This design comes from an exercise in tuning for small area, a short achievable clock period and few clock cycles per item on the open sky130 flow, not from production work. The RTL was checked by simulation tests, not by an equivalence proof against the original design. No activity file was given, so power comes from the tool's default toggle rates.

## P
==> flow/design.v (excerpt) <==
module division_float_32(clock, start, operand1, operand2, result, finish, illegal);
	input clock;
	input start;
	input [31:0] operand1, operand2;
	output [31:0] result;
	output finish;
	output illegal;
	wire [23:0] m1 = {1'b1, operand1[22:0]};
	wire [23:0] m2 = {1'b1, operand2[22:0]};
	wire        big = ge23(operand1[22:0], operand2[22:0]);    
	wire [9:0]  u   = {2'b0, operand1[30:23]} + {2'b0, ~operand2[30:23]} + 10'd128;
	wire        unf = (u[9:8] == 2'b00);
	wire [7:0]  ex1 = u[7:0];
	wire [7:0]  ex0 = u[7:0] - 8'd1;
	reg  [7:0]  exp_r;
	reg         zero_r, sign_r;
	reg  [22:0] d;
	always @(posedge clock) begin
		d <= operand2[22:0];
		exp_r  <= (unf || operand1 == 32'd0) ? 8'd0 :
		          big ? ex1 : ex0;
		zero_r <= (operand1 == 32'd0);
		sign_r <= (operand1[31] ^ operand2[31]) & (operand1 != 32'd0);
	end
	function automatic ge23(input [22:0] a, input [22:0] bb);
		reg [22:0] g, p;
		reg [22:0] G1, P1;
		reg [22:0] G2, P2;
		reg [22:0] G3, P3;
		reg [22:0] G4, P4;
		reg [22:0] G5, P5;
		begin
			g = a & ~bb; p = a | ~bb;
			g[0] = g[0] | p[0];
			G1 = g; P1 = p;
			G1[1] = g[1] | (p[1] & g[0]); P1[1] = p[1] & p[0];
			G1[3] = g[3] | (p[3] & g[2]); P1[3] = p[3] & p[2];
			G1[5] = g[5] | (p[5] & g[4]); P1[5] = p[5] & p[4];
			G1[7] = g[7] | (p[7] & g[6]); P1[7] = p[7] & p[6];
			G1[9] = g[9] | (p[9] & g[8]); P1[9] = p[9] & p[8];
			G1[11] = g[11] | (p[11] & g[10]); P1[11] = p[11] & p[10];
			G1[13] = g[13] | (p[13] & g[12]); P1[13] = p[13] & p[12];
			G1[15] = g[15] | (p[15] & g[14]); P1[15] = p[15] & p[14];
			G1[17] = g[17] | (p[17] & g[16]); P1[17] = p[17] & p[16];
			G1[19] = g[19] | (p[19] & g[18]); P1[19] = p[19] & p[18];
			G1[21] = g[21] | (p[21] & g[20]); P1[21] = p[21] & p[20];
			G2 = G1; P2 = P1;
			G2[2] = G1[2] | (P1[2] & G1[1]); P2[2] = P1[2] & P1[1];
			G2[3] = G1[3] | (P1[3] & G1[1]); P2[3] = P1[3] & P1[1];
			G2[6] = G1[6] | (P1[6] & G1[5]); P2[6] = P1[6] & P1[5];
			G2[7] = G1[7] | (P1[7] & G1[5]); P2[7] = P1[7] & P1[5];
			G2[10] = G1[10] | (P1[10] & G1[9]); P2[10] = P1[10] & P1[9];
			G2[11] = G1[11] | (P1[11] & G1[9]); P2[11] = P1[11] & P1[9];
			G2[14] = G1[14] | (P1[14] & G1[13]); P2[14] = P1[14] & P1[13];
			G2[15] = G1[15] | (P1[15] & G1[13]); P2[15] = P1[15] & P1[13];
  ...
Size in the first run: ~85 flip-flops, ~7100 um^2 of cells after synthesis.
export LEC_CHECK = 0
export ABC_AREA = 1
export CAP_MARGIN = 20
export CORE_MARGIN = 2
export CORE_UTILIZATION = 55
export CTS_BUF_LIST = sky130_fd_sc_hd__clkbuf_2 sky130_fd_sc_hd__clkbuf_4 sky130_fd_sc_hd__clkbuf_8
export SETUP_SLACK_MARGIN = 2.2
export SLEW_MARGIN = 20
create_clock -name core_clock -period 5.5 [get_ports {clock}]
standard.sh (not shown) runs the stock make flow with config.mk's settings and CLKGATE_MAP_FILE= SYNTH_SCRIPT=/design/flow/synth_recipe.tcl, a recipe that flattens the netlist after the stock synthesis.
==> flow/flow/run.sh <==
#!/bin/bash
# The standard layout, with plain buffers (sky130_fd_sc_hd__buf_1) on the
# ports instead of the default delay-cell buffers.
set -euo pipefail
bash standard.sh BUFFER_PORTS_ARGS="-buffer_cell sky130_fd_sc_hd__buf_1" finish > standard_flow.log 2>&1
P: done, clean on timing, DRC and antenna
Testbench counts of P, summed over its fixed seeds: cycles 26,624, items 2,048.
## Diff of input files: Q against P
-- flow/config.mk --
<<< P, line 13
export SETUP_SLACK_MARGIN = 2.2
>>> Q, line 13
export SETUP_SLACK_MARGIN = 1.9
## What came out
Compared Q against P; clock network latency to the later pin of the worst-skew pair within noise. Q against P: routed wire length saw a decrease; sum of internal, switching and leakage power has decreased; smallest setup slack after layout fell by 0.069 ns. Compared with P, in Q final standard cell area without fillers lost 1000 um^2, all-layer global routing usage fell by 2.5 points. Going from P to Q, basic-gate share of the synthesized area counting and, or, nand and nor cells held steady, proportion of layout cells with a drive suffix above 1 decreased by 14 points relative to the old numbers.

[separate check: timing with driven ports]
Ports are ideal in the flow. The routed layouts listed here were re-timed in OpenROAD. Step 1 sets driving cells, clkbuf_16 on the clock port and buf_2 on the other inputs (assumed; they add their load-dependent delay and slew). Step 2 times the ports against the registers' clock, not the clock port: input delays grow and output delays shrink by t, the midpoint of the rising clock arrivals with the driver on. a / b / c = no drivers / after step 1 / after step 2; a / b = the first two.
| run | t (ns) | setup slack, ns | clock arrival spread, ns | worst register clock-pin slew, ns | cell pins on the clock port's net |
|---|---|---|---|---|---|
| P | 0.420 | 2.143 / 2.143 / 1.888 | 0.011 / 0.011 | 0.10 / 0.10 | 1 |
| Q | 0.409 | 2.074 / 2.074 / 1.749 | 0.010 / 0.009 | 0.09 / 0.09 | 1 |
After both steps every run listed still meets setup and hold. The setup slack of Q, which loses most, moves by 0.000 ns with the drivers and by -0.325 ns with both steps.
